Background: an optimization exercise with open tools, aiming at small area. Do not read the settings as production practice. Function was checked by simulation only, so behaviour that the tests miss may differ from the original. No activity file was given, so power comes from the tool's default toggle rates.

--- design/flow/config.mk ---
export PLATFORM = sky130hd
export DESIGN_NAME = UartCore
export DESIGN_NICKNAME = UartCore
export VERILOG_FILES = /design/flow/design.v
export SDC_FILE = /design/flow/constraint.sdc
export NUM_CORES = 4
export LEC_CHECK = 0
export CAP_MARGIN = 20
export CORE_MARGIN = 2
export CORE_UTILIZATION = 40
export CTS_CLUSTER_DIAMETER = 80
export CTS_CLUSTER_SIZE = 24
export SLEW_MARGIN = 20
export SYNTH_HIERARCHICAL = 1
--- design/flow/constraint.sdc ---
create_clock -name core_clock -period 10.0 [get_ports {clk}]
set_input_delay 2.0000 -clock core_clock [delete_from_list [all_inputs] [get_ports {clk}]]
set_output_delay 2.0000 -clock core_clock [all_outputs]
set_load 0.01 [all_outputs]
--- design/flow/design.v ---
module UartCore(
    input   clk,
    input   rst,
        input  [3:0]    AddrBus_i,
        input           n_ChipSelect_i,
        input           n_rd_i,
        input           n_we_i,
        input  [7:0]    DataBus_i,
        output [7:0]    DataBus_o,
        output          p_IrqSig_o,
        input           Rx_i,
        output          Tx_o
    );
    reg [2:0]   shift_rd_r1;
    reg [7:2]   UartControl_r1;              
    reg         p_RxRst_r1;
    reg         p_TxRst_r1;
    reg [7:0]   UartMode_r1;
    reg [15:0]  BaudGenerator_r1;
    reg [7:0]   BitCompensateMethod_r1;
    reg [15:0]  InterruptMask_r1;
    reg [15:0]  RxTrigLevel_r1;
    reg [15:0]  TxTrigLevel_r1;
    reg [15:0]  ReceiveTimeOutLvl_r1;
    reg [12:0]  InterruptState_r1;           
    reg [2:0]   TxFIFO_We_r1;
    reg [7:0]   DataBus_r1;
    reg [6:0]   BytesNumberInRxFifo_r1;
    reg [6:0]   BytesNumberInTxFifo_r1;
    reg [2:0]   shift_TOVR_r1;
    reg [2:0]   shift_TNFUL_r1;
    reg [2:0]   shift_TTRIG_r1;
    reg [2:0]   shift_TIMEOUT_r1;
    reg [2:0]   shift_TFUL_r1;
    reg [2:0]   shift_ParityErr_r1;
    reg [2:0]   shift_FrameErr_r1;
    reg [2:0]   shift_ROVR_r1;
    reg [2:0]   shift_TEMPTY_r1;
    reg [2:0]   shift_RFULL_r1;
    reg [2:0]   shift_REMPTY_r1;
    reg [2:0]   shift_RTRIG_r1;
    wire [1:0]  fifo_empty_w;
    wire [1:0]  fifo_full_w;
    wire [1:0]  fifo_nearfull_w;
    wire [1:0]  fifo_over_w;
    wire [6:0]  fifo_bytes_w [0:1];
    wire [7:0]  fifo_data_w  [0:1];
    wire [1:0]  fifo_n_we_w;
    wire [1:0]  fifo_n_re_w;
    wire [1:0]  fifo_n_clr_w;
    wire [7:0]  fifo_din_w   [0:1];
    wire        rx_parity_err_w;
    wire        rx_frame_err_w;
    wire        rx_timeout_w;
    wire [15:0] rx_time_cnt_w;
    wire ConfigEn_w = UartControl_r1[7];
    wire RxEn_w     = UartControl_r1[3];
    wire TxEn_w     = UartControl_r1[2];
    wire BigEnd_w   = UartMode_r1[3];
    wire ParEn_w    = UartMode_r1[2];
    wire ParOdd_w   = UartMode_r1[1];
    wire [3:0] AcqNumPerBit_w = BitCompensateMethod_r1[7:4] + BitCompensateMethod_r1[3:0];
    wire ChipWriteAccess_w  = ~n_ChipSelect_i & ~n_we_i;
    wire ChipReadAccess_w   = ~n_ChipSelect_i & ~shift_rd_r1[2];
    wire FallingEdge_rd_w   = ~n_ChipSelect_i & shift_rd_r1[2] & ~shift_rd_r1[1];
    wire wr_ctrl_w  = ChipWriteAccess_w && (AddrBus_i == 4'd0);
    wire wr_tx_w    = ChipWriteAccess_w && (AddrBus_i == 4'd3);
    wire wr_cfg_w   = ChipWriteAccess_w &&  ConfigEn_w;
    wire wr_irq_w   = ChipWriteAccess_w && !ConfigEn_w;
    wire wr_is1_w   = wr_irq_w && (AddrBus_i == 4'd4);
    wire wr_is2_w   = wr_irq_w && (AddrBus_i == 4'd5);
    wire TxTrig_w = (BytesNumberInTxFifo_r1 >= TxTrigLevel_r1) & (TxTrigLevel_r1 != 16'd0);
    wire RxTrig_w = (BytesNumberInRxFifo_r1 >= RxTrigLevel_r1) & (RxTrigLevel_r1 != 16'd0);
    assign DataBus_o    = DataBus_r1;
    assign p_IrqSig_o   = |{InterruptState_r1[12:10], InterruptState_r1[8:0]};
    assign fifo_n_we_w[0]  = ~TxEn_w | ~(TxFIFO_We_r1[2] & ~TxFIFO_We_r1[1]);
    assign fifo_n_clr_w[0] = ~p_TxRst_r1;
    assign fifo_din_w[0]   = DataBus_i;
    assign fifo_n_re_w[1]  = ~(FallingEdge_rd_w && (AddrBus_i == 4'd3));
    assign fifo_n_clr_w[1] = ~p_RxRst_r1;
    always @(posedge clk or negedge rst) begin
        if (!rst)
            shift_rd_r1 <= 3'b111;
        else
            shift_rd_r1 <= {shift_rd_r1[1:0], n_rd_i};
    end
    always @(posedge clk or negedge rst) begin
        if (!rst) begin
            UartControl_r1  <= 6'b100000;
            p_RxRst_r1      <= 1'b0;
            p_TxRst_r1      <= 1'b0;
        end
        else if (wr_ctrl_w) begin
            UartControl_r1  <= DataBus_i[7:2];
            p_RxRst_r1      <= DataBus_i[1];
            p_TxRst_r1      <= DataBus_i[0];
        end
        else begin
            p_RxRst_r1      <= 1'b0;
            p_TxRst_r1      <= 1'b0;
        end
    end
    always @(posedge clk or negedge rst) begin
        if (!rst) begin
            UartMode_r1             <= 8'h48;
            BaudGenerator_r1        <= 16'd68;
            BitCompensateMethod_r1  <= 8'h23;
            InterruptMask_r1        <= 16'd0;
            RxTrigLevel_r1          <= 16'd0;
            TxTrigLevel_r1          <= 16'd0;
            ReceiveTimeOutLvl_r1    <= 16'd0;
        end
        else if (wr_cfg_w) begin
            case (AddrBus_i)
                4'd4:  UartMode_r1                  <= DataBus_i;
                4'd5:  BaudGenerator_r1[15:8]       <= DataBus_i;
                4'd6:  BaudGenerator_r1[7:0]        <= DataBus_i;
                4'd7:  BitCompensateMethod_r1       <= DataBus_i;
                4'd8:  InterruptMask_r1[15:8]       <= DataBus_i;
                4'd9:  InterruptMask_r1[7:0]        <= DataBus_i;
                4'd10: RxTrigLevel_r1[15:8]         <= DataBus_i;
                4'd11: RxTrigLevel_r1[7:0]          <= DataBus_i;
                4'd12: TxTrigLevel_r1[15:8]         <= DataBus_i;
                4'd13: TxTrigLevel_r1[7:0]          <= DataBus_i;
                4'd14: ReceiveTimeOutLvl_r1[15:8]   <= DataBus_i;
                4'd15: ReceiveTimeOutLvl_r1[7:0]    <= DataBus_i;
                default: ;
            endcase
        end
    end
    always @(posedge clk or negedge rst) begin
        if (!rst)
            TxFIFO_We_r1 <= 3'b111;
        else
            TxFIFO_We_r1 <= {TxFIFO_We_r1[1:0], ~wr_tx_w};
    end
    always @(posedge clk or negedge rst) begin
        if (!rst) begin
            BytesNumberInRxFifo_r1 <= 7'd0;
            BytesNumberInTxFifo_r1 <= 7'd0;
        end
        else begin
            BytesNumberInRxFifo_r1 <= RxEn_w ? fifo_bytes_w[1] : 7'd0;
            BytesNumberInTxFifo_r1 <= TxEn_w ? fifo_bytes_w[0] : 7'd0;
        end
    end
    wire [7:0] status1_w = {1'b0, shift_TNFUL_r1[0], shift_TTRIG_r1[0], 1'b0,
                            ~shift_TEMPTY_r1[0], ~shift_REMPTY_r1[0], 2'b00};
    wire [7:0] status2_w = {3'b000, shift_TFUL_r1[0], shift_TEMPTY_r1[0],
                            shift_RFULL_r1[0], shift_REMPTY_r1[0], shift_RTRIG_r1[0]};
    always @(posedge clk or negedge rst) begin
        if (!rst)
            DataBus_r1 <= 8'hff;
        else if (ChipReadAccess_w) begin
            case ({ConfigEn_w, AddrBus_i})
                5'h00, 5'h10: DataBus_r1 <= {UartControl_r1, 2'b00};
                5'h01, 5'h11: DataBus_r1 <= status1_w;
                5'h02, 5'h12: DataBus_r1 <= status2_w;
                5'h03, 5'h13: DataBus_r1 <= fifo_data_w[1];
                5'h14: DataBus_r1 <= UartMode_r1;
                5'h15: DataBus_r1 <= BaudGenerator_r1[15:8];
                5'h16: DataBus_r1 <= BaudGenerator_r1[7:0];
                5'h17: DataBus_r1 <= BitCompensateMethod_r1;
                5'h18: DataBus_r1 <= InterruptMask_r1[15:8];
                5'h19: DataBus_r1 <= InterruptMask_r1[7:0];
                5'h1a: DataBus_r1 <= RxTrigLevel_r1[15:8];
                5'h1b: DataBus_r1 <= RxTrigLevel_r1[7:0];
                5'h1c: DataBus_r1 <= TxTrigLevel_r1[15:8];
                5'h1d: DataBus_r1 <= TxTrigLevel_r1[7:0];
                5'h1e: DataBus_r1 <= ReceiveTimeOutLvl_r1[15:8];
                5'h1f: DataBus_r1 <= ReceiveTimeOutLvl_r1[7:0];
                5'h04: DataBus_r1 <= {3'b000, InterruptState_r1[12:10], 1'b0, InterruptState_r1[8]};
                5'h05: DataBus_r1 <= InterruptState_r1[7:0];
                5'h06: DataBus_r1 <= 8'd0;
                5'h07: DataBus_r1 <= {1'b0, BytesNumberInRxFifo_r1};
                5'h0d: DataBus_r1 <= rx_time_cnt_w[15:8];
                5'h0e: DataBus_r1 <= rx_time_cnt_w[7:0];
                default: ;       
            endcase
        end
    end
    always @(posedge clk or negedge rst) begin
        if (!rst) begin
            shift_TOVR_r1       <= 3'b0;
            shift_TNFUL_r1      <= 3'b0;
            shift_TTRIG_r1      <= 3'b0;
            shift_TIMEOUT_r1    <= 3'b0;
            shift_ParityErr_r1  <= 3'b0;
            shift_FrameErr_r1   <= 3'b0;
            shift_TFUL_r1       <= 3'b0;
            shift_TEMPTY_r1     <= 3'b0;
            shift_RFULL_r1      <= 3'b0;
            shift_REMPTY_r1     <= 3'b0;
            shift_ROVR_r1       <= 3'b0;
            shift_RTRIG_r1      <= 3'b0;
        end
        else begin
            shift_TOVR_r1       <= {shift_TOVR_r1[1:0],         fifo_over_w[0]};
            shift_TNFUL_r1      <= {shift_TNFUL_r1[1:0],        fifo_nearfull_w[0]};
            shift_TTRIG_r1      <= {shift_TTRIG_r1[1:0],        TxTrig_w};
            shift_TIMEOUT_r1    <= {shift_TIMEOUT_r1[1:0],      rx_timeout_w};
            shift_ParityErr_r1  <= {shift_ParityErr_r1[1:0],    rx_parity_err_w};
            shift_FrameErr_r1   <= {shift_FrameErr_r1[1:0],     rx_frame_err_w};
            shift_TFUL_r1       <= {shift_TFUL_r1[1:0],         fifo_full_w[0]};
            shift_TEMPTY_r1     <= {shift_TEMPTY_r1[1:0],       fifo_empty_w[0]};
            shift_RFULL_r1      <= {shift_RFULL_r1[1:0],        fifo_full_w[1]};
            shift_REMPTY_r1     <= {shift_REMPTY_r1[1:0],       fifo_empty_w[1]};
            shift_ROVR_r1       <= {shift_ROVR_r1[1:0],         fifo_over_w[1]};
            shift_RTRIG_r1      <= {shift_RTRIG_r1[1:0],        RxTrig_w};
        end
    end
    wire [12:0] rise_w = {
        ~shift_TOVR_r1[2]      & shift_TOVR_r1[1],
        ~shift_TNFUL_r1[2]     & shift_TNFUL_r1[1],
        ~shift_TTRIG_r1[2]     & shift_TTRIG_r1[1],
        1'b0,
        ~shift_TIMEOUT_r1[2]   & shift_TIMEOUT_r1[1],
        ~shift_ParityErr_r1[2] & shift_ParityErr_r1[1],
        ~shift_FrameErr_r1[2]  & shift_FrameErr_r1[1],
        ~shift_ROVR_r1[2]      & shift_ROVR_r1[1],
        ~shift_TFUL_r1[2]      & shift_TFUL_r1[1],
        ~shift_TEMPTY_r1[2]    & shift_TEMPTY_r1[1],
        ~shift_RFULL_r1[2]     & shift_RFULL_r1[1],
        ~shift_REMPTY_r1[2]    & shift_REMPTY_r1[1],
        ~shift_RTRIG_r1[2]     & shift_RTRIG_r1[1]
    };
    wire [12:0] clr_w = {{5{wr_is1_w}} & DataBus_i[4:0], {8{wr_is2_w}} & DataBus_i[7:0]};
    integer i;
    always @(posedge clk or negedge rst) begin
        if (!rst)
            InterruptState_r1 <= 13'd0;
        else begin
            for (i = 0; i <= 12; i = i + 1) begin
                if (i == 9)
                    InterruptState_r1[i] <= 1'b0;
                else if (rise_w[i])
                    InterruptState_r1[i] <= InterruptMask_r1[i];
                else if (clr_w[i])
                    InterruptState_r1[i] <= 1'b0;
            end
        end
    end
    reg     [15:0]  acq_period_down_r;
    reg     [3:0]   acq_up_time_limit_r;
    reg     [3:0]   acq_down_time_limit_r;
    reg     [15:0]  acq_period_counter_r;
    reg     [3:0]   acq_down_time_cnt_r;
    reg     [3:0]   acq_up_time_cnt_r;
    reg             acqsig_r;
    reg             baudsig_r;
    wire Time2Reload_w              = (acq_period_counter_r == 16'd0);
    wire AcqUpNumberReachLimit_w    = (acq_up_time_cnt_r == 4'd0);
    wire AcqDownNumberReachLimit_w  = (acq_down_time_cnt_r == 4'd0);
    wire AcqUpNumberLeftMore_w      = (acq_up_time_cnt_r > acq_down_time_cnt_r);
    wire AcqUpNumberInitMore_w      = (acq_up_time_limit_r > acq_down_time_limit_r);
    wire AcqNumberReload_w          = AcqUpNumberReachLimit_w & AcqDownNumberReachLimit_w;
    wire BaudRising_w               = Time2Reload_w & AcqNumberReload_w;
    wire AcqTimeUpSelected_w        = (AcqNumberReload_w & AcqUpNumberInitMore_w)
                                    | (~AcqUpNumberReachLimit_w & AcqDownNumberReachLimit_w)
                                    | (~AcqUpNumberReachLimit_w & ~AcqDownNumberReachLimit_w & AcqUpNumberLeftMore_w);
    wire AcqSig_w  = acqsig_r;
    wire BaudSig_w = baudsig_r;
    always @(posedge clk or negedge rst) begin
        if (!rst) begin
            acq_period_down_r       <= 16'd20;
            acq_up_time_limit_r     <= 4'd10;
            acq_down_time_limit_r   <= 4'd5;
        end
        else if (BaudRising_w) begin
            acq_period_down_r       <= BaudGenerator_r1;
            acq_up_time_limit_r     <= BitCompensateMethod_r1[7:4];
            acq_down_time_limit_r   <= BitCompensateMethod_r1[3:0];
        end
    end
    always @(posedge clk or negedge rst) begin
        if (!rst)
            acq_period_counter_r <= 16'd20;
        else if (Time2Reload_w)
            acq_period_counter_r <= acq_period_down_r + {15'd0, AcqTimeUpSelected_w};
        else
            acq_period_counter_r <= acq_period_counter_r - 1'b1;
    end
    always @(posedge clk or negedge rst) begin
        if (!rst) begin
            acq_up_time_cnt_r   <= 4'd10;
            acq_down_time_cnt_r <= 4'd5;
        end
        else if (Time2Reload_w) begin
            if (AcqNumberReload_w) begin
                acq_up_time_cnt_r   <= acq_up_time_limit_r;
                acq_down_time_cnt_r <= acq_down_time_limit_r;
            end
            else if (AcqTimeUpSelected_w)
                acq_up_time_cnt_r   <= acq_up_time_cnt_r - 1'b1;
            else
                acq_down_time_cnt_r <= acq_down_time_cnt_r - 1'b1;
        end
    end
    always @(posedge clk or negedge rst) begin
        if (!rst) begin
            acqsig_r  <= 1'b0;
            baudsig_r <= 1'b0;
        end
        else begin
            acqsig_r  <= Time2Reload_w;
            baudsig_r <= BaudRising_w;
        end
    end
    reg [4:0]   tx_state_r;
    reg [2:0]   tx_bit_cnt_r;
    reg [1:0]   tx_n_fifo_rd_r;
    reg [7:0]   tx_shift_reg_r;
    reg         tx_serial_r;
    reg         tx_parity_r;
    wire tx_int_w   = tx_state_r[0];
    wire tx_start_w = tx_state_r[1];
    wire tx_data_w  = tx_state_r[2];
    wire tx_par_w   = tx_state_r[3];
    wire tx_stop_w  = tx_state_r[4];
    wire tx_go_w    = tx_int_w & ~fifo_empty_w[0] & TxEn_w;
    wire tx_last_w  = tx_data_w & (tx_bit_cnt_r == 3'd7) & BaudSig_w;
    wire [2:0] tx_bit_index_w = BigEnd_w ? ~tx_bit_cnt_r : tx_bit_cnt_r;
    assign Tx_o             = tx_serial_r;
    assign fifo_n_re_w[0]   = tx_n_fifo_rd_r[0];
    always @(posedge clk or negedge rst) begin
        if (!rst)
            tx_bit_cnt_r <= 3'd0;
        else if (tx_data_w)
            tx_bit_cnt_r <= tx_bit_cnt_r + {2'd0, BaudSig_w};
        else
            tx_bit_cnt_r <= 3'd0;
    end
    always @(posedge clk or negedge rst) begin
        if (!rst)
            tx_state_r <= 5'b00001;
        else if (BaudSig_w) begin
            tx_state_r[0] <= (tx_int_w & ~tx_go_w) | tx_stop_w;
            tx_state_r[1] <= tx_go_w;
            tx_state_r[2] <= tx_start_w | (tx_data_w & ~tx_last_w);
            tx_state_r[3] <= tx_last_w & ParEn_w;
            tx_state_r[4] <= (tx_last_w & ~ParEn_w) | tx_par_w;
        end
    end
    always @(posedge clk or negedge rst) begin
        if (!rst)
            tx_n_fifo_rd_r <= 2'b11;
        else
            tx_n_fifo_rd_r <= {tx_n_fifo_rd_r[0], ~(tx_int_w & ~fifo_empty_w[0] & BaudSig_w)};
    end
    always @(posedge clk or negedge rst) begin
        if (!rst)
            tx_shift_reg_r <= 8'd0;
        else if (!tx_n_fifo_rd_r[1])
            tx_shift_reg_r <= fifo_data_w[0];
    end
    always @(posedge clk or negedge rst) begin
        if (!rst)
            tx_parity_r <= 1'b1;
        else if (tx_data_w & (tx_bit_cnt_r == 3'd0) & BaudSig_w)
            tx_parity_r <= (^tx_shift_reg_r) ^ ParOdd_w;
    end
    always @(posedge clk or negedge rst) begin
        if (!rst)
            tx_serial_r <= 1'b1;
        else if (tx_start_w)
            tx_serial_r <= 1'b0;
        else if (tx_data_w)
            tx_serial_r <= tx_shift_reg_r[tx_bit_index_w];
        else if (tx_par_w)
            tx_serial_r <= tx_parity_r;
        else
            tx_serial_r <= 1'b1;
    end
    reg [4:0]   rx_state_r;
    reg [2:0]   rx_bit_cnt_r;
    reg [3:0]   rx_syn_r;
    reg         rx_acq_dly_r;
    reg [2:0]   rx_shift_r;
    reg [3:0]   rx_width_cnt_r;
    reg [10:1]  rx_byte_r;
    wire rx_int_w   = rx_state_r[0];
    wire rx_start_w = rx_state_r[1];
    wire rx_data_w  = rx_state_r[2];
    wire rx_par_w   = rx_state_r[3];
    wire rx_stop_w  = rx_state_r[4];
    wire rx_filter_w    = (rx_syn_r[3] & rx_syn_r[2]) | (rx_syn_r[2] & rx_syn_r[1]) | (rx_syn_r[1] & rx_syn_r[3]);
    wire rx_fall_w      = rx_shift_r[2] & ~rx_shift_r[1];
    wire rx_acq_time_w  = (rx_width_cnt_r == {1'b0, AcqNumPerBit_w[3:1]});
    wire rx_sample_w    = rx_acq_time_w & rx_acq_dly_r;
    wire rx_synch_w     = rx_fall_w & rx_int_w;
    wire bit_synch_w    = (rx_width_cnt_r >= AcqNumPerBit_w) & ~rx_int_w & AcqSig_w;
    wire byte_synch_w   = rx_stop_w & rx_acq_time_w & AcqSig_w;
    wire rx_go_w        = rx_int_w & rx_synch_w & RxEn_w;
    wire rx_last_w      = rx_data_w & bit_synch_w & (rx_bit_cnt_r == 3'd7);
    always @(posedge clk or negedge rst) begin
        if (!rst)
            rx_bit_cnt_r <= 3'd0;
        else if (rx_data_w)
            rx_bit_cnt_r <= rx_bit_cnt_r + {2'd0, bit_synch_w};
        else
            rx_bit_cnt_r <= 3'd0;
    end
    always @(posedge clk or negedge rst) begin
        if (!rst)
            rx_state_r <= 5'b00001;
        else if (rx_go_w | (bit_synch_w & ~rx_int_w)) begin
            rx_state_r[0] <= rx_stop_w;
            rx_state_r[1] <= rx_int_w;
            rx_state_r[2] <= rx_start_w | (rx_data_w & ~rx_last_w);
            rx_state_r[3] <= rx_last_w & ParEn_w;
            rx_state_r[4] <= (rx_last_w & ~ParEn_w) | rx_par_w;
        end
    end
    always @(posedge clk or negedge rst) begin
        if (!rst) begin
            rx_syn_r     <= 4'b1111;
            rx_acq_dly_r <= 1'b0;
        end
        else begin
            rx_syn_r     <= {rx_syn_r[2:0], Rx_i};
            rx_acq_dly_r <= AcqSig_w;
        end
    end
    always @(posedge clk or negedge rst) begin
        if (!rst)
            rx_shift_r <= 3'b000;
        else if (AcqSig_w)
            rx_shift_r <= {rx_shift_r[1:0], rx_filter_w};
    end
    always @(posedge clk or negedge rst) begin
        if (!rst)
            rx_width_cnt_r <= 4'd0;
        else if (rx_int_w && !rx_fall_w && AcqSig_w)
            rx_width_cnt_r <= 4'd0;
        else if (rx_synch_w && AcqSig_w)
            rx_width_cnt_r <= 4'd1;
        else if (bit_synch_w)
            rx_width_cnt_r <= 4'd0;
        else if (!rx_int_w && AcqSig_w && (rx_width_cnt_r < AcqNumPerBit_w))
            rx_width_cnt_r <= rx_width_cnt_r + 1'b1;
    end
    always @(posedge clk or negedge rst) begin
        if (!rst)
            rx_byte_r <= 10'd0;
        else if (rx_sample_w) begin
            if (rx_start_w)
                rx_byte_r <= 10'd0;
            else if (rx_data_w)
                rx_byte_r <= {rx_byte_r[9:3], rx_shift_r[2], 1'b1, rx_byte_r[1]};
            else if (rx_par_w)
                rx_byte_r[2] <= rx_shift_r[2];
            else if (rx_stop_w)
                rx_byte_r[1] <= rx_shift_r[2];
        end
    end
    reg [3:0]   ba_state_r;
    reg [10:1]  ba_byte_r;
    reg         ba_parity_trig_r;
    reg         ba_parity_calc_r;
    reg         ba_parity_ok_r;
    reg         ba_frame_err_r;
    reg [7:0]   ba_fifo_data_r;
    reg         ba_n_we_r;
    assign rx_parity_err_w  = ~ba_parity_ok_r;
    assign rx_frame_err_w   = ba_frame_err_r;
    assign fifo_n_we_w[1]   = ba_n_we_r;
    assign fifo_din_w[1]    = ba_fifo_data_r;
    always @(posedge clk or negedge rst) begin
        if (!rst)
            ba_state_r <= 4'd0;
        else
            ba_state_r <= {ba_state_r[2:0], ~|ba_state_r & byte_synch_w};
    end
    always @(posedge clk or negedge rst) begin
        if (!rst)
            ba_byte_r <= 10'd0;
        else if (byte_synch_w)
            ba_byte_r <= rx_byte_r;
    end
    always @(posedge clk or negedge rst) begin
        if (!rst) begin
            ba_parity_trig_r <= 1'b0;
            ba_parity_calc_r <= 1'b1;
        end
        else begin
            ba_parity_trig_r <= ba_state_r[0] & ParEn_w;
            if (ba_parity_trig_r)
                ba_parity_calc_r <= (^ba_byte_r[10:3]) ^ ParOdd_w;
        end
    end
    always @(posedge clk or negedge rst) begin
        if (!rst)
            ba_fifo_data_r <= 8'd0;
        else if (ba_state_r[1])
            ba_fifo_data_r <= BigEnd_w ? ba_byte_r[10:3]
                            : {ba_byte_r[3], ba_byte_r[4], ba_byte_r[5], ba_byte_r[6],
                               ba_byte_r[7], ba_byte_r[8], ba_byte_r[9], ba_byte_r[10]};
    end
    always @(posedge clk or negedge rst) begin
        if (!rst) begin
            ba_parity_ok_r  <= 1'b1;
            ba_frame_err_r  <= 1'b0;
            ba_n_we_r       <= 1'b1;
        end
        else begin
            if (ba_state_r[2] && ParEn_w)
                ba_parity_ok_r <= ba_parity_calc_r ^ ~ba_byte_r[2];
            else if (!ParEn_w)
                ba_parity_ok_r <= 1'b1;
            if (ba_state_r[2])
                ba_frame_err_r <= ~ba_byte_r[1];
            ba_n_we_r <= ~(ba_state_r[3] & ba_parity_ok_r & ~ba_frame_err_r);
        end
    end
    reg [15:0]  to_cnt_r;
    reg         to_run_r;
    reg         to_flag_r;
    wire to_over_w = (to_cnt_r >= ReceiveTimeOutLvl_r1);
    assign rx_time_cnt_w = to_cnt_r;
    assign rx_timeout_w  = to_flag_r;
    always @(posedge clk or negedge rst) begin
        if (!rst) begin
            to_run_r  <= 1'b0;
            to_cnt_r  <= 16'd0;
            to_flag_r <= 1'b1;
        end
        else begin
            if (fifo_empty_w[0])
                to_run_r <= 1'b1;
            else if (to_over_w || (&to_cnt_r) || byte_synch_w)
                to_run_r <= 1'b0;
            if (to_run_r && AcqSig_w)
                to_cnt_r <= to_cnt_r + 1'b1;
            else if (fifo_empty_w[0])
                to_cnt_r <= 16'd0;
            to_flag_r <= to_over_w;
        end
    end
    genvar f, g, b;
    generate
        for (f = 0; f < 2; f = f + 1) begin : fifo
            reg [8*127-1:0] slot_r;          
            reg [6:0]       cnt_r;           
            reg [6:0]       bytes_r;         
            reg             nearfull_r;
            reg             over_r;
            reg [7:0]       out_r;
            wire write_w = ~fifo_n_we_w[f];
            wire empty_w = (bytes_r == 7'd0);
            wire full_w  = (bytes_r == 7'd127);
            wire read_w  = ~fifo_n_re_w[f] & ~empty_w;
            wire drop_w  = read_w | (write_w & full_w);
            assign fifo_empty_w[f]      = empty_w;
            assign fifo_full_w[f]       = full_w;
            assign fifo_nearfull_w[f]   = nearfull_r;
            assign fifo_over_w[f]       = over_r;
            assign fifo_bytes_w[f]      = bytes_r;
            assign fifo_data_w[f]       = out_r;
            wire [128:0]     sel_w;
            wire [8*129-1:0] vec_w = {8'd0, slot_r, 8'd0};
            for (g = 0; g < 129; g = g + 1) begin : dec
                if (g >= 1 && g <= 127)
                    assign sel_w[g] = (cnt_r == g);
                else
                    assign sel_w[g] = 1'b0;
            end
            wire [7:0] rd_data_w;
            for (b = 0; b < 8; b = b + 1) begin : bits
                wire [42:0] grp_n;
                for (g = 0; g < 43; g = g + 1) begin : grp
                    Aoi222 u (
                        .a1(sel_w[3*g]),   .a2(vec_w[8*(3*g)+b]),
                        .b1(sel_w[3*g+1]), .b2(vec_w[8*(3*g+1)+b]),
                        .c1(sel_w[3*g+2]), .c2(vec_w[8*(3*g+2)+b]),
                        .y(grp_n[g]));
                end
                assign rd_data_w[b] = ~&grp_n;
            end
            always @(posedge clk) begin
                if (write_w)
                    slot_r <= {slot_r[8*126-1:0], fifo_din_w[f]};
            end
            always @(posedge clk or negedge rst) begin
                if (!rst) begin
                    cnt_r       <= 7'd0;
                    bytes_r     <= 7'd0;
                    nearfull_r  <= 1'b0;
                    over_r      <= 1'b0;
                    out_r       <= 8'd0;
                end
                else if (!fifo_n_clr_w[f]) begin
                    cnt_r       <= 7'd0;
                    bytes_r     <= 7'd0;
                    nearfull_r  <= 1'b0;
                    over_r      <= 1'b0;
                    out_r       <= 8'd0;
                end
                else begin
                    cnt_r       <= cnt_r + {6'd0, write_w} - {6'd0, drop_w};
                    bytes_r     <= cnt_r;
                    nearfull_r  <= (bytes_r >= 7'd96);
                    if (full_w & write_w & fifo_n_re_w[f])
                        over_r  <= 1'b1;
                    else if (!full_w)
                        over_r  <= 1'b0;
                    if (read_w)
                        out_r   <= rd_data_w;
                end
            end
        end
    endgenerate
endmodule
module Aoi222(
    input   a1, input a2,
    input   b1, input b2,
    input   c1, input c2,
    output  y
    );
    assign y = ~((a1 & a2) | (b1 & b2) | (c1 & c2));
endmodule
--- design/flow/run.sh ---
#!/bin/bash
# synth_recipe.tcl (not shown) runs the flow's synth.tcl, then flattens the netlist and writes it again
# the make line also repeats each setting of config.mk as NAME=value (left out here)
make -C /OpenROAD-flow-scripts/flow DESIGN_CONFIG=/design/flow/config.mk WORK_HOME=/design/flow/orfs CLKGATE_MAP_FILE= SYNTH_SCRIPT=/design/flow/synth_recipe.tcl finish
==> out/results.tsv, run 1 <==
stage	metric	value	unit
critical_path	cp_data_arrival_time	6.02	ns
timing	skew	0.0925	ns
synthesis	syn_area	88700	um^2
timing	period_minus_slack	5.41	ns
critical_path	cp_max_fo	30	
clock_tree	clkLatencyLatePin	0.84	ns
cells_and_area	mostFrequentLayoutCells	edfxtp_1, a222oi_1, nor2_1	
floorplan	fp-row-count	172	
power	ir_drop	0.173	mV
grt	grt_max_degree	213	
floorplan	floorplan.initialDensity	40.3	%
routing	vias	50338	
synthesis	syn_inst	5040	
timing	setup_tns	0	ns
clock_tree	cts_resized	0	
critical_path	crit_path_end_kind	flop	
timing	tightest_slew	1.21	ns
power	p_total	0.0192	W
clock_tree	clk_pin_slew	0.10	ns
timing	rsz0062_at_grt	false	
synthesis	synth.area.mux_share	1.32	%
clock_tree	cts_buffers	117	
routing	drtAntennaViolNets	0	
floorplan	fp.coreArea	220000	um^2
synthesis	synth-seq-area-share	79.3	%
timing	setup_viol	0	
clock_tree	tritoncts	done	
power	p_leak	26.1	nW
grt	grtUsageTotal	19.1	%
critical_path	required	10.62	ns
critical_path	crit_path_start_kind	input port	
power	p_sw_share	26.8	%
routing	wl_per_cell	26.9	um
synthesis	synth_fa_ha_area_share	1.26	%
flow_run	maxCapViolations	0	
timing	hold_slack	0.350	ns
floorplan	fp.dieW	475	um
grt	grt_pass1_vias	47855	
clock_tree	htree_levels	3	
min_path	hold_class	flop to flop	
timing	hold_viol_final	0	
routing	first_pass_iters	10	
routing	viasPerCell	6.11	
synthesis	yosys.cell_types.count	80	
clock_tree	post_cts_buffers	0	
cells_and_area	layout_commonest_cell	edfxtp_1	
placed_design	place_inst	8049	
grt	grt_pass1_wl	324000	um
placed_design	numPortBuffers	27	
grt	overflow	0	
cells_and_area	fin_nets	5315	
power	power.internal	0.0141	W
synthesis	synth.ff_latch_count	2404	
power	p_clk_share	28.4	%
synthesis	async_reset_ff_share	15.5	%
power	comb_power_share	13.3	%
critical_path	path_class	input port to flop	
synthesis	yosysWarnings	7	
run_status	status	timing/DRC/antenna clean	
clock_tree	cts-hold-fix-buffers	0	
placed_design	post-dp-hpwl	149000	um
synthesis	synth_xor_area_share	0.628	%
synthesis	synthSimpleGateAreaFrac	6.28	%
clock_tree	clockBufferDepth	3	
synthesis	ys.flop_type	edfxtp_1	
cells_and_area	drive_gt1_share	6.87	%
floorplan	pin_count	28	
placed_design	gp_congestion	0.893	
synthesis	syn_area_per_cell	17.6	um^2
timing	slew_viol_final	0	
synthesis	synth-edff-count	2032	
routing	initialDrtViolationCount	9542	
power	power.switching	0.00514	W
synthesis	synth_top_family_by_area	compound AO/OA/AOI/OAI gates	
floorplan	dieArea	226000	um^2
clock_tree	cts-root-buf	clkbuf_16	
cells_and_area	stdcell_count	8241	
cells_and_area	area_growth	9.03	%
cells_and_area	n_fill_cell	19078	
floorplan	dieHeight	475	um
timing	relSlewSlack	18.4	%
routing	drc	0	
clock_tree	clock-sinks	2404	
power	cellPowerDensity	199	nW/um^2
timing	clock.fmax	0.185	GHz
grt	grt_antenna_before_repair	2	
timing	finalCritPeriodShare	54.1	%
power	seq_power_share	58.2	%
synthesis	synth-compound-area-share	10.3	%
routing	routed_wl	222000	um
Yosys stat by module, one instance, submodules excluded:
module	area [um^2]	copies in the design
Aoi222	10.0	688
UartCore	81800	1
worst paths after layout:
kind,from,endpoint,slack [ns],cells past startpoint
worst max-delay path,AddrBus_i[0],fifo[1].cnt_r[6],4.59,16
worst min-delay path,shift_TFUL_r1[1],shift_TFUL_r1[2],0.35,0
worst max register to register,fifo[0].cnt_r[0],fifo[0].out_r[2],5.37,8
worst min register to register,shift_TFUL_r1[1],shift_TFUL_r1[2],0.35,0
max in group asynchronous,rst,InterruptMask_r1[14],7.29,2
min in group asynchronous,rst,fifo[0].cnt_r[6],1.19,1
flip-flops by register name, summed over array words and instances, names as in the netlist, 12 cells and up:
signal	flops
fifo.slot_r	2032
fifo.cnt_r	14
TxTrigLevel_r1	16
acq_period_counter_r	16
fifo.bytes_r	14
InterruptMask_r1	16
acq_period_down_r	16
ReceiveTimeOutLvl_r1	16
RxTrigLevel_r1	16
BaudGenerator_r1	16
fifo.out_r	16
InterruptState_r1	12
to_cnt_r	16
per-layer routing:
| metal | routed length, um | global-route usage (%) |
|---|---|---|
| met5 | 13 | 0 |
| met2 | 103000 | 29.6 |
| met4 | 6060 | 5.16 |
| met3 | 15900 | 2.53 |
| met1 | 96700 | 28.3 |
synthesized netlist by cell type, drive strengths merged (27+ instances only):
library cell | count | area, um^2
dfrtp | 324 | 8110
clkbuf | 74 | 278
a22oi | 30 | 225
nor4 | 56 | 397
inv | 101 | 379
ha | 84 | 1050
nand2b | 36 | 225
edfxtp | 2032 | 61000
dfstp | 48 | 1260
xnor2 | 39 | 342
nand4 | 187 | 1170
nand3 | 75 | 380
a21oi | 70 | 350
o21ai | 129 | 646
nor3 | 50 | 260
mux2i | 27 | 270
nand2 | 247 | 930
mux2 | 80 | 901
a222oi | 692 | 6930
nor2 | 366 | 1390
and2 | 36 | 228
cell type report:
cell class	instances	area (um^2)	area share [%]
well taps	2958	3700	3.83
clock inverters	25	387	0.400
inverters	101	383	0.396
repair buffers	88	847	0.876
flip-flops and latches	2404	70400	72.8
multi-input cells	2498	17800	18.4
diodes	2	5.00	0.00517
clock buffers	165	3180	3.29
worst max-delay path, cell delays in order:
cell and delay, ns:
clkdlybuf4s50_1 0.46, buf_4 0.37, and2_1 0.37, nand2_1 0.16, nor4_4 0.81, nand2_1 0.23, o21ai_0 0.13, ha_1 0.19
inv_1 0.06, fa_1 0.39, nand2b_1 0.16, a21oi_1 0.18, o21ai_0 0.12, a21oi_1 0.18, or3_1 0.13, a21oi_1 0.06
metrics by stage:
stage	area, um^2	worst slack [ns]	util (%)
6_report	96700	4.59	43.9
5_1_grt	96700	4.35	43.9
4_1_cts	96700	4.65	43.9
3_5_place_dp	93100	3.81	42.3
3_3_place_gp	93100	3.78	42.3
2_1_floorplan	89000	-18.84	-
cell families after synthesis:
family                     count (synthesis)
AOI/OAI and AO/OA                       1042
other                                      1
DFF                                     2404
muxes                                    107
buffers and inverters                    201
and+or+nand+nor                         1135
adders and majority gates                 88
xor gates and xnor gates                  62
power groups by stage:
stage	Combinational [W]	Sequential [W]	Clock (W)
2_1_floorplan	0.00141	0.0113	0
3_3_place_gp	0.00251	0.0114	0
3_5_place_dp	0.00253	0.0114	0
4_1_cts	0.00254	0.0112	0.00562
5_1_grt	0.00271	0.0112	0.00592
6_report	0.00256	0.0112	0.00547
==> run 2: changes to the inputs <==
--- a/design/flow/config.mk
+++ b/design/flow/config.mk
@@ -7,7 +7,7 @@
 export LEC_CHECK = 0
 export CAP_MARGIN = 20
 export CORE_MARGIN = 2
-export CORE_UTILIZATION = 40
+export CORE_UTILIZATION = 65
 export CTS_CLUSTER_DIAMETER = 80
 export CTS_CLUSTER_SIZE = 24
 export SLEW_MARGIN = 20
==> run 2 against run 1 <==
Clock power shrank 4.0%. Die area shrank 38%. Sequential power is essentially flat.
==> out/results.tsv, run 2 <==
stage	metric	value	unit
timing	slew_viol_final	0	
cells_and_area	drive_gt1_share	6.64	%
placed_design	post-dp-hpwl	149000	um
routing	drtAntennaViolNets	0	
clock_tree	post_cts_buffers	0	
power	p_sw_share	26.4	%
clock_tree	clockBufferDepth	3	
placed_design	gp_congestion	0.944	
synthesis	synth_area_leaders	edfxtp_1, dfrtp_1, a222oi_1	
power	comb_power_share	13.4	%
clock_tree	tritoncts	done	
timing	skew	0.0502	ns
power	ir_drop	0.193	mV
floorplan	fp-row-count	135	
synthesis	syn_area	88700	um^2
critical_path	cp_data_arrival_time	6.04	ns
critical_path	crit_path_end_kind	flop	
synthesis	netlist_top_cells_count	edfxtp_1, a222oi_1, nor2_1	
placed_design	numPortBuffers	27	
synthesis	synth_top_area_cell	edfxtp_1	
routing	routed_wl	218000	um
routing	vias	51128	
clock_tree	clkLatencyLatePin	0.76	ns
clock_tree	cts-hold-fix-buffers	0	
placed_design	dp_slack	3.81	ns
power	power.switching	0.00501	W
routing	first_pass_iters	13	
grt	overflow	0	
synthesis	synth-seq-area-share	79.3	%
cells_and_area	antennaDiodeCount	0	
synthesis	synth.ff_latch_count	2404	
power	p_leak	26.0	nW
critical_path	cp_max_fo	30	
synthesis	yosysWarnings	7	
floorplan	dieHeight	373	um
synthesis	yosysMostFrequentCell	edfxtp_1	
timing	clock.fmax	0.184	GHz
cells_and_area	mostFrequentLayoutCells	edfxtp_1, a222oi_1, nor2_1	
timing	period_minus_slack	5.43	ns
floorplan	fp.coreArea	135000	um^2
synthesis	synth-edff-count	2032	
critical_path	worst-r2r-setup-slack	5.36	ns
floorplan	pin_count	28	
timing	hold_viol_final	0	
clock_tree	cts_resized	0	
routing	viasPerCell	7.25	
min_path	hold_class	flop to flop	
routing	wl_per_cell	30.9	um
grt	grt_pass1_vias	47671	
run_status	status	timing/DRC/antenna clean	
cells_and_area	post-route-util	70.1	%
cells_and_area	stdcell_area	95000	um^2
cells_and_area	layout_commonest_cell	edfxtp_1	
synthesis	yosys.cell_types.count	80	
cells_and_area	top_register	fifo.slot_r	
synthesis	ys.flop_type	edfxtp_1	
placed_design	placed_cell_area	91600	um^2
clock_tree	clk_pin_slew	0.09	ns
power	p_clk_share	27.7	%
floorplan	floorplan.initialDensity	65.5	%
flow_run	maxCapViolations	0	
timing	finalCritPeriodShare	54.3	%
power	power.internal	0.0140	W
floorplan	dieArea	139000	um^2
critical_path	crit_path_start_kind	input port	
timing	setup_tns	0	ns
clock_tree	clock-sinks	2404	
critical_path	required	10.62	ns
floorplan	fp.dieW	373	um
timing	tightest_slew	1.19	ns
timing	setup_viol	0	
clock_tree	cts-root-buf	clkbuf_16	
timing	hold_slack	0.358	ns
clock_tree	htree_levels	3	
critical_path	path_class	input port to flop	
cells_and_area	fin_nets	5308	
synthesis	synth_top_area_share	68.8	%
clock_tree	cts_buffers	114	
cells_and_area	area_growth	7.11	%
power	cellPowerDensity	200	nW/um^2
timing	rsz0062_at_grt	false	
synthesis	async_reset_ff_share	15.5	%
routing	drc	0	
grt	grt_antenna_before_repair	3	
grt	grt_pass1_wl	319000	um
grt	grtUsageTotal	30.8	%
power	seq_power_share	58.9	%
routing	initialDrtViolationCount	11838	
timing	relSlewSlack	21.0	%
timing	worst_slack	4.57	ns
synthesis	syn_area_per_cell	17.6	um^2
cells_and_area	largest_register_ffs	2032	
synthesis	syn_inst	5040	
grt	grt_max_degree	216	
-- run 2: cell count changes in the layout (fill, tap and decap cells not counted), sizes merged --
| cell | change |
|---|---|
| inv | -2 |
| buf | -4 |
| clkbuf | +1 |
| bufinv | -1 |
| diode | -2 |
| clkinv | -4 |
-- run 2: layout make-up --
type	instances	area, um^2
Timing Repair Buffer	84	835
Sequential cell	2404	70400
Clock buffer	166	3140
Clock inverter	18	229
Multi-Input combinational cell	2498	17800
Fill cell	8736	40400
Tap cell	1781	2230
Inverter	101	383
-- run 2: critical path, stage by stage --
cell	delay, ns
clkdlybuf4s50_1	0.45
buf_4	0.39
and2_1	0.39
nand2_1	0.21
nor4_4	0.77
nand2_1	0.22
o21ai_0	0.13
ha_1	0.19
inv_1	0.05
fa_1	0.39
nand2b_1	0.16
a21oi_1	0.18
o21ai_0	0.12
a21oi_1	0.19
or3_1	0.13
a21oi_1	0.06
-- run 2: modules after synthesis, one instance, submodules excluded --
module,flip-flops and latches,cells
Aoi222,0,1
UartCore,2404,4352
-- run 2: per-stage QoR --
step           instances  power (W)
2_1_floorplan       5103     0.0127
3_3_place_gp        6866     0.0138
6_report            7052     0.0190
4_1_cts             7050     0.0190
5_1_grt             7052     0.0196
3_5_place_dp        6866     0.0139
-- run 2: final timing paths --
check | from | end | cells past startpoint
max | AddrBus_i[0] | fifo[1].cnt_r[6] | 16
min | shift_ParityErr_r1[0] | shift_ParityErr_r1[1] | 0
max reg2reg | UartControl_r1[2] | fifo[0].slot_r[361] | 6
min reg2reg | shift_ParityErr_r1[0] | shift_ParityErr_r1[1] | 0
max in group asynchronous | rst | ba_state_r[1] | 3
min in group asynchronous | rst | acq_down_time_cnt_r[1] | 1
-- run 2: logic make-up after synthesis --
family	Yosys count	share of synthesized area (%)
adders and majority gates	88	1.26
xor gates and xnor gates	62	0.628
DFF	2404	79.3
buffers and inverters	201	0.917
AOI/OAI and AO/OA	1042	10.3
and+or+nand+nor	1135	6.28
muxes	107	1.32
other	1	0.00423
-- run 2: power by group through the flow --
stage | logic [W] | registers [W] | clock network, W
floorplan | 0.00141 | 0.0113 | 0
global placement | 0.00244 | 0.0114 | 0
detailed placement | 0.00247 | 0.0114 | 0
global route | 0.00268 | 0.0112 | 0.00567
CTS | 0.00248 | 0.0112 | 0.00535
finish | 0.00255 | 0.0112 | 0.00525
-- run 2: metal layers --
layer / vias up / global-route usage (%) / wire length [um]
li1: 21604 / - / -
met1: 26108 / 48.9 / 90800
met2: 3109 / 45.2 / 97800
met3: 305 / 5.66 / 23700
met4: 2 / 7.12 / 5460
met5: - / 0.240 / 46
==> run 3: changes to the inputs <==
--- a/design/flow/design.v
+++ b/design/flow/design.v
@@ -556,24 +556,21 @@
             assign fifo_over_w[f]       = over_r;
             assign fifo_bytes_w[f]      = bytes_r;
             assign fifo_data_w[f]       = out_r;
-            wire [128:0]     sel_w;
-            wire [8*129-1:0] vec_w = {8'd0, slot_r, 8'd0};
-            for (g = 0; g < 129; g = g + 1) begin : dec
-                if (g >= 1 && g <= 127)
-                    assign sel_w[g] = (cnt_r == g);
-                else
-                    assign sel_w[g] = 1'b0;
+            wire [127:1] sel_w;
+            for (g = 1; g <= 127; g = g + 1) begin : dec
+                assign sel_w[g] = (cnt_r == g);
             end
             wire [7:0] rd_data_w;
             for (b = 0; b < 8; b = b + 1) begin : bits
                 wire [42:0] grp_n;
-                for (g = 0; g < 43; g = g + 1) begin : grp
+                for (g = 0; g < 42; g = g + 1) begin : grp
                     Aoi222 u (
-                        .a1(sel_w[3*g]),   .a2(vec_w[8*(3*g)+b]),
-                        .b1(sel_w[3*g+1]), .b2(vec_w[8*(3*g+1)+b]),
-                        .c1(sel_w[3*g+2]), .c2(vec_w[8*(3*g+2)+b]),
+                        .a1(sel_w[3*g+1]), .a2(slot_r[8*(3*g)+b]),
+                        .b1(sel_w[3*g+2]), .b2(slot_r[8*(3*g+1)+b]),
+                        .c1(sel_w[3*g+3]), .c2(slot_r[8*(3*g+2)+b]),
                         .y(grp_n[g]));
                 end
+                assign grp_n[42] = ~(sel_w[127] & slot_r[8*126+b]);
                 assign rd_data_w[b] = ~&grp_n;
             end
             always @(posedge clk) begin
--- a/design/flow/config.mk
+++ b/design/flow/config.mk
@@ -7,7 +7,7 @@
 export LEC_CHECK = 0
 export CAP_MARGIN = 20
 export CORE_MARGIN = 2
-export CORE_UTILIZATION = 65
+export CORE_UTILIZATION = 70
 export CTS_CLUSTER_DIAMETER = 80
 export CTS_CLUSTER_SIZE = 24
 export SLEW_MARGIN = 20
==> run 3 against run 2 <==
Combinational power rose by 8.2%. Clock-buffer cell count decreased by 14. Setup slack improved by 0.13 ns. Non-clock buffer count unchanged. Critical path depth unchanged. Register-to-register slack got worse by 0.03 ns. Sequential cell count unchanged. Synthesized cell count is 1.6% lower. Area after synthesis decreased by 0.31%.
==> out/results.tsv, run 3 <==
stage	metric	value	unit
cells_and_area	area_growth	6.56	%
routing	initialDrtViolationCount	12301	
timing	relSlewSlack	23.2	%
critical_path	crit_start	AddrBus_i[2]	
synthesis	yosysMostFrequentCell	edfxtp_1	
min_path	min_path_cells	0	
critical_path	crit_end	fifo[1].cnt_r[6]	
synthesis	syn_area	88400	um^2
clock_tree	cts-root-buf	clkbuf_16	
power	cellPowerDensity	202	nW/um^2
floorplan	fp-row-count	130	
timing	skew	0.0330	ns
clock_tree	clock-sinks	2404	
critical_path	worst-r2r-setup-slack	5.33	ns
flow_run	maxCapViolations	0	
clock_tree	clk_pin_slew	0.10	ns
synthesis	ys.flop_type	edfxtp_1	
synthesis	synth-edff-count	2032	
floorplan	floorplan.initialDensity	70.4	%
critical_path	cp_max_fo	25	
clock_tree	tritoncts	done	
timing	hold_viol_final	0	
synthesis	netlist_top_cells_count	edfxtp_1, a222oi_1, nor2_1	
synthesis	synth-seq-area-share	79.6	%
synthesis	syn_inst	4961	
timing	tightest_slew	1.14	ns
critical_path	crit_path_start_kind	input port	
grt	overflow	0	
cells_and_area	top_register	fifo.slot_r	
critical_path	required	10.63	ns
cells_and_area	drive_gt1_share	7.22	%
clock_tree	cts-hold-fix-buffers	0	
critical_path	path_class	input port to flop	
timing	setup_viol	0	
timing	clock.fmax	0.189	GHz
timing	finalCritPeriodShare	53.0	%
grt	grt_pass1_vias	47416	
clock_tree	clkLatencyLatePin	0.78	ns
cells_and_area	layout_commonest_cell	edfxtp_1	
min_path	hp-start	shift_ParityErr_r1[0]	
grt	grt_pass1_wl	310000	um
critical_path	worstReg2RegStart	fifo[0].cnt_r[2]	
placed_design	numPortBuffers	27	
clock_tree	cts_resized	0	
min_path	hold_class	flop to flop	
critical_path	cp_data_arrival_time	5.93	ns
timing	slew_viol_final	0	
cells_and_area	antennaDiodeCount	0	
grt	grt_antenna_before_repair	3	
routing	routed_wl	211000	um
synthesis	synth_top_area_share	69.0	%
floorplan	dieHeight	359	um
synthesis	synth.ff_latch_count	2404	
synthesis	synth_area_leaders	edfxtp_1, dfrtp_1, a222oi_1	
power	p_leak	25.5	nW
synthesis	yosysWarnings	7	
routing	vias	50725	
timing	period_minus_slack	5.30	ns
floorplan	dieArea	129000	um^2
timing	setup_tns	0	ns
grt	grtUsageTotal	32.1	%
clock_tree	htree_levels	3	
synthesis	synth_top_area_cell	edfxtp_1	
floorplan	fp.coreArea	126000	um^2
routing	viasPerCell	7.49	
routing	wl_per_cell	31.1	um
routing	drc	0	
critical_path	reg2reg_to	fifo[0].out_r[4]	
synthesis	async_reset_ff_share	15.5	%
floorplan	fp.dieW	359	um
synthesis	syn_area_per_cell	17.8	um^2
grt	grt_max_degree	201	
cells_and_area	n_fill_cell	7237	
placed_design	gp_congestion	0.931	
routing	drtAntennaViolNets	0	
critical_path	worstRegToRegCells	10	
clock_tree	cts_buffers	111	
routing	first_pass_iters	15	
cells_and_area	post-route-util	75.1	%
cells_and_area	largest_register_ffs	2032	
critical_path	crit_path_end_kind	flop	
power	ir_drop	0.155	mV
clock_tree	clockBufferDepth	3	
clock_tree	post_cts_buffers	0	
placed_design	dp_slack	3.55	ns
power	p_total	0.0190	W
placed_design	post-dp-hpwl	143000	um
run_status	status	timing/DRC/antenna clean	
synthesis	yosys.cell_types.count	72	
cells_and_area	mostFrequentLayoutCells	edfxtp_1, a222oi_1, nor2_1	
timing	rsz0062_at_grt	false	
timing	worst_slack	4.70	ns
cells_and_area	fin_nets	5175	
floorplan	pin_count	28	
## run 3: cell families (layout without fill, tap and decap cells)
group | count (synthesis) | count (layout) | synth area share, %
flip-flops | 2404 | 2404 | 79.6
AND/OR/NAND/NOR | 1049 | 1049 | 5.78
AO/OA/AOI/OAI | 1036 | 1036 | 10.2
buffers and inverters | 193 | 355 | 0.852
multiplexers | 134 | 134 | 1.74
adder cells (fa/ha/maj) | 88 | 88 | 1.27
XOR/XNOR | 57 | 57 | 0.580
## run 3: worst max-delay path, stage by stage
cell and delay (ns):
clkdlybuf4s50_1 0.40, buf_4 0.23, nor2_1 0.53, nand4_1 0.35, nor2_2 0.62, nand2_1 0.20
o21ai_0 0.12, ha_1 0.19, inv_1 0.06, fa_1 0.39, nand2b_1 0.16, a21oi_1 0.18
o21ai_0 0.13, a21oi_1 0.20, or3_1 0.13, a21oi_1 0.06
## run 3: power by group
group          total (W)  switching [W]  internal, W
registers         0.0112       0.000255       0.0109
logic            0.00276        0.00190     0.000867
clock network    0.00507        0.00296      0.00211
## run 3: per-module statistics from Yosys (local to each module, per instance)
module / cell area [um^2] / cells inside / flops+latches / copies in the design
UartCore: 81700 / 4289 / 2404 / 1
Aoi222: 10.0 / 1 / 0 / 672
## run 3: stage by stage
stage / cell area, um^2 / cells / hold slack, ns
finish: 94200 / 6773 / 0.356
global route: 94200 / 6773 / 0.366
CTS: 94100 / 6769 / 0.356
detailed placement: 91000 / 6603 / 0.335
global placement: 91000 / 6602 / 0.333
floorplan: 88500 / 4961 / 0.331
## run 3: cell type report
| class | instances | area (um^2) | share of cell area [%] |
|---|---|---|---|
| clock buffers | 152 | 2960 | 3.14 |
| repair buffers | 84 | 878 | 0.932 |
| flip-flops and latches | 2404 | 70400 | 74.7 |
| well taps | 1650 | 2060 | 2.19 |
| multi-input cells | 2364 | 17400 | 18.5 |
| clock inverters | 14 | 165 | 0.175 |
| inverters | 105 | 398 | 0.422 |
## run 3: how the worst min path moves through the flow
stage / endpoint / slack [ns]
2_1_floorplan: shift_FrameErr_r1[1] / 0.33
3_3_place_gp: shift_ParityErr_r1[1] / 0.33
3_5_place_dp: shift_ParityErr_r1[1] / 0.33
4_1_cts: shift_ParityErr_r1[1] / 0.36
5_1_grt: TxFIFO_We_r1[1] / 0.37
6_report: shift_ParityErr_r1[1] / 0.36
## run 3: layer usage
| metal | track usage, % | vias to the layer above | part of all wire [%] |
|---|---|---|---|
| met5 | 0 | - | 0.038 |
| met4 | 9.10 | 6 | 2.8 |
| met3 | 5.57 | 358 | 12 |
| met2 | 47.8 | 3525 | 45 |
| met1 | 50.2 | 25550 | 40 |
| li1 | - | 21286 | - |
==> run 4: changes to the inputs <==
==> design/flow/flow/run.sh (new file) <==
#!/bin/bash
# Layout flow: the standard flow (standard.sh) unchanged except for clock
# tree synthesis, which clusters the register clock pins in groups of at most
# 24 within 80 um (as config.mk also says) and inserts no dummy loads.
# The make output of the whole flow goes to standard_flow.log here; each
# ORFS step keeps its own log under orfs/logs/.
set -euo pipefail
cd "$(dirname "$0")/.."
export CTS_ARGS="-sink_clustering_enable -repair_clock_nets -sink_clustering_size 24 -sink_clustering_max_diameter 80 -dont_use_dummy_load"
bash standard.sh > standard_flow.log 2>&1
==> design/flow/standard.sh (new file) <==
#!/bin/bash
# synth_recipe.tcl (not shown) runs the flow's synth.tcl, then flattens the netlist and writes it again
# the make line also repeats each setting of config.mk as NAME=value (left out here)
make -C /OpenROAD-flow-scripts/flow DESIGN_CONFIG=/design/flow/config.mk WORK_HOME=/design/flow/orfs CLKGATE_MAP_FILE= SYNTH_SCRIPT=/design/flow/synth_recipe.tcl "${@:-finish}"
--- a/design/flow/config.mk
+++ b/design/flow/config.mk
@@ -7,7 +7,7 @@
 export LEC_CHECK = 0
 export CAP_MARGIN = 20
 export CORE_MARGIN = 2
-export CORE_UTILIZATION = 70
+export CORE_UTILIZATION = 50
 export CTS_CLUSTER_DIAMETER = 80
 export CTS_CLUSTER_SIZE = 24
 export SLEW_MARGIN = 20
removed: design/flow/run.sh
==> run 4 against run 3 <==
Setup slack lost 0.22 ns. Synthesized cell count is the same. Sequential cell count is the same. Global-route usage shrank 8.2 points. Final cell count grew 9.7%. First-iteration DRC count shrank 27%. Clock skew grew 0.087 ns. Sequential share of layout area shrank 0.62 points. Core utilization shrank 21 points. Maximum frequency shrank 4.0%. Combinational power shrank 3%. Critical path type unchanged.
==> out/results.tsv, run 4 <==
stage	metric	value	unit
run_status	status	timing/DRC/antenna clean	
timing	worst_slack	4.48	ns
flow_run	maxCapViolations	0	
cells_and_area	drive_gt1_share	7.49	%
cells_and_area	n_fill_cell	13766	
timing	skew	0.120	ns
clock_tree	post_cts_buffers	0	
clock_tree	htree_levels	3	
power	p_clk_share	26.7	%
synthesis	netlist_top_cells_count	edfxtp_1, a222oi_1, nor2_1	
power	cellPowerDensity	199	nW/um^2
routing	first_pass_iters	9	
timing	finalCritPeriodShare	55.2	%
floorplan	dieHeight	425	um
cells_and_area	post-route-util	54.0	%
clock_tree	tritoncts	done	
synthesis	ys.flop_type	edfxtp_1	
floorplan	floorplan.initialDensity	50.3	%
clock_tree	cts_buffers	119	
timing	tightest_slew	1.21	ns
critical_path	crit_start	AddrBus_i[2]	
synthesis	synth-edff-count	2032	
clock_tree	cts_resized	0	
floorplan	dieArea	180000	um^2
routing	initialDrtViolationCount	9018	
clock_tree	clockBufferDepth	3	
power	seq_power_share	59.1	%
cells_and_area	fin_nets	5196	
routing	drtAntennaViolNets	0	
power	p_leak	25.5	nW
timing	setup_tns	0	ns
synthesis	yosysWarnings	7	
power	comb_power_share	14.1	%
routing	vias	49317	
cells_and_area	area_growth	7.45	%
power	p_total	0.0189	W
critical_path	cp_max_fo	25	
timing	slew_viol_final	0	
cells_and_area	stdcell_area	95000	um^2
critical_path	required	10.58	ns
critical_path	cp_data_arrival_time	6.10	ns
power	power.switching	0.00501	W
critical_path	crit_path_start_kind	input port	
synthesis	syn_inst	4961	
grt	grt_pass1_vias	47432	
placed_design	post-dp-hpwl	148000	um
routing	viasPerCell	6.64	
grt	grt_pass1_wl	322000	um
placed_design	dp_slack	3.77	ns
clock_tree	cts-root-buf	clkbuf_16	
placed_design	numPortBuffers	27	
grt	overflow	0	
floorplan	fp.coreArea	176000	um^2
synthesis	yosys.cell_types.count	72	
critical_path	worstReg2RegStart	UartControl_r1[2]	
synthesis	synth_top_area_share	69.0	%
grt	grt_antenna_before_repair	4	
cells_and_area	mostFrequentLayoutCells	edfxtp_1, a222oi_1, nor2_1	
critical_path	path_class	input port to flop	
min_path	hold_class	flop to flop	
synthesis	async_reset_ff_share	15.5	%
cells_and_area	layout_commonest_cell	edfxtp_1	
synthesis	syn_area_per_cell	17.8	um^2
clock_tree	cts-hold-fix-buffers	0	
synthesis	synth_area_leaders	edfxtp_1, dfrtp_1, a222oi_1	
synthesis	synth_top_area_cell	edfxtp_1	
placed_design	gp_congestion	0.933	
power	ir_drop	0.146	mV
cells_and_area	largest_register_ffs	2032	
timing	rsz0062_at_grt	false	
min_path	hp-start	fifo[0].nearfull_r	
clock_tree	clk_pin_slew	0.09	ns
timing	period_minus_slack	5.52	ns
placed_design	placed_cell_area	91900	um^2
power	power.internal	0.0139	W
timing	relSlewSlack	18.8	%
critical_path	crit_path_end_kind	flop	
synthesis	yosysMostFrequentCell	edfxtp_1	
routing	wl_per_cell	29.5	um
floorplan	fp-row-count	154	
clock_tree	clock-sinks	2404	
grt	grt_max_degree	212	
cells_and_area	top_register	fifo.slot_r	
timing	setup_viol	0	
timing	hold_viol_final	0	
synthesis	syn_area	88400	um^2
clock_tree	clkLatencyLatePin	0.81	ns
grt	grtUsageTotal	23.9	%
floorplan	pin_count	28	
synthesis	synth.ff_latch_count	2404	
routing	drc	0	
synthesis	synth-seq-area-share	79.6	%
routing	routed_wl	220000	um
timing	clock.fmax	0.181	GHz
floorplan	fp.dieW	425	um
power	p_sw_share	26.5	%
-- run 4: cell counts after synthesis --
No cell type changed its count.
-- run 4: cells by family after synthesis --
group | Yosys count | synth area share (%)
flip-flops | 2404 | 79.6
multiplexers | 134 | 1.74
AO/OA/AOI/OAI | 1036 | 10.2
buffers and inverters | 193 | 0.852
adder cells (fa/ha/maj) | 88 | 1.27
AND/OR/NAND/NOR | 1049 | 5.78
XOR/XNOR | 57 | 0.580
-- run 4: worst paths after layout --
check / endpoint / slack, ns / cells after the start
max in group asynchronous: to_cnt_r[1] / 6.55 / 3
min reg2reg: shift_TNFUL_r1[0] / 0.34 / 0
min: shift_TNFUL_r1[0] / 0.34 / 0
min in group asynchronous: acq_period_counter_r[0] / 1.21 / 1
max reg2reg: fifo[0].slot_r[375] / 5.13 / 6
max: fifo[1].cnt_r[6] / 4.48 / 16
-- run 4: modules after synthesis, one instance, submodules excluded --
module	flip-flops and latches	times used	cells	area [um^2]
Aoi222	0	672	1	10.0
UartCore	2404	1	4289	81700
-- run 4: per-layer routing --
| layer | track usage (%) | part of all wire, % | up-vias |
|---|---|---|---|
| met2 | 37.5 | 47 | 2106 |
| met4 | 6.61 | 2.9 | 4 |
| li1 | - | - | 21271 |
| met1 | 35.4 | 43 | 25647 |
| met3 | 3.33 | 7.2 | 289 |
| met5 | 0 | 0.010 | - |
-- run 4: cell type report --
class	instances	area [um^2]	share of cell area (%)
inverter	105	398	0.419
timing repair buffer	97	927	0.976
antenna	3	7.51	0.00790
tap	2340	2930	3.08
multi-input combinational	2364	17400	18.3
clock buffer	119	2980	3.13
sequential	2404	70400	74.1
-- run 4: power by group through the flow --
stage / clock network [W] / registers [W] / logic (W)
6_report: 0.00506 / 0.0112 / 0.00268
2_1_floorplan: 0 / 0.0113 / 0.00145
4_1_cts: 0.00521 / 0.0112 / 0.00269
3_3_place_gp: 0 / 0.0114 / 0.00265
5_1_grt: 0.00554 / 0.0112 / 0.00285
3_5_place_dp: 0 / 0.0114 / 0.00267
-- run 4: worst max-delay path, stage by stage --
cell             delay (ns)
clkdlybuf4s50_1        0.40
buf_4                  0.22
nor2_1                 0.53
nand4_1                0.27
nor2_1                 0.80
nand2_1                0.23
o21ai_0                0.14
ha_1                   0.20
inv_1                  0.06
fa_1                   0.39
nand2b_1               0.16
a21oi_1                0.18
o21ai_0                0.13
a21oi_1                0.19
or3_1                  0.12
a21oi_1                0.06
-- run 4: per-stage QoR --
stage | std cells | hold slack (ns)
2_1_floorplan | 4961 | 0.331
4_1_cts | 7425 | 0.344
3_3_place_gp | 7306 | 0.333
3_5_place_dp | 7306 | 0.336
5_1_grt | 7430 | 0.356
6_report | 7432 | 0.338

[what the ideal ports hide]
Ports are ideal in the flow. The routed layouts listed here were re-timed in OpenROAD.
Step 1, drivers: a clkbuf_16 drives clk and a buf_2 each remaining input, both assumed.
Step 2, shift: input delay + t, output delay - t, t = (earliest + latest rising clock arrival at the registers) / 2. This alone moves slack from input paths to output paths.
a / b / c = ideal ports / drivers / drivers and shift; a / b = the first two.
run	t (ns)	setup slack, ns	pins driven straight from the clock port
run 1	0.869	4.594 / 4.652 / 3.783	1
run 2	0.820	4.572 / 4.627 / 3.807	1
run 3	0.843	4.703 / 4.765 / 3.922	1
run 4	0.838	4.480 / 4.540 / 3.703	1
After both steps every run listed still meets setup and hold. The setup slack of run 1, which loses most, moves by +0.058 ns with the drivers and by -0.811 ns with both steps.
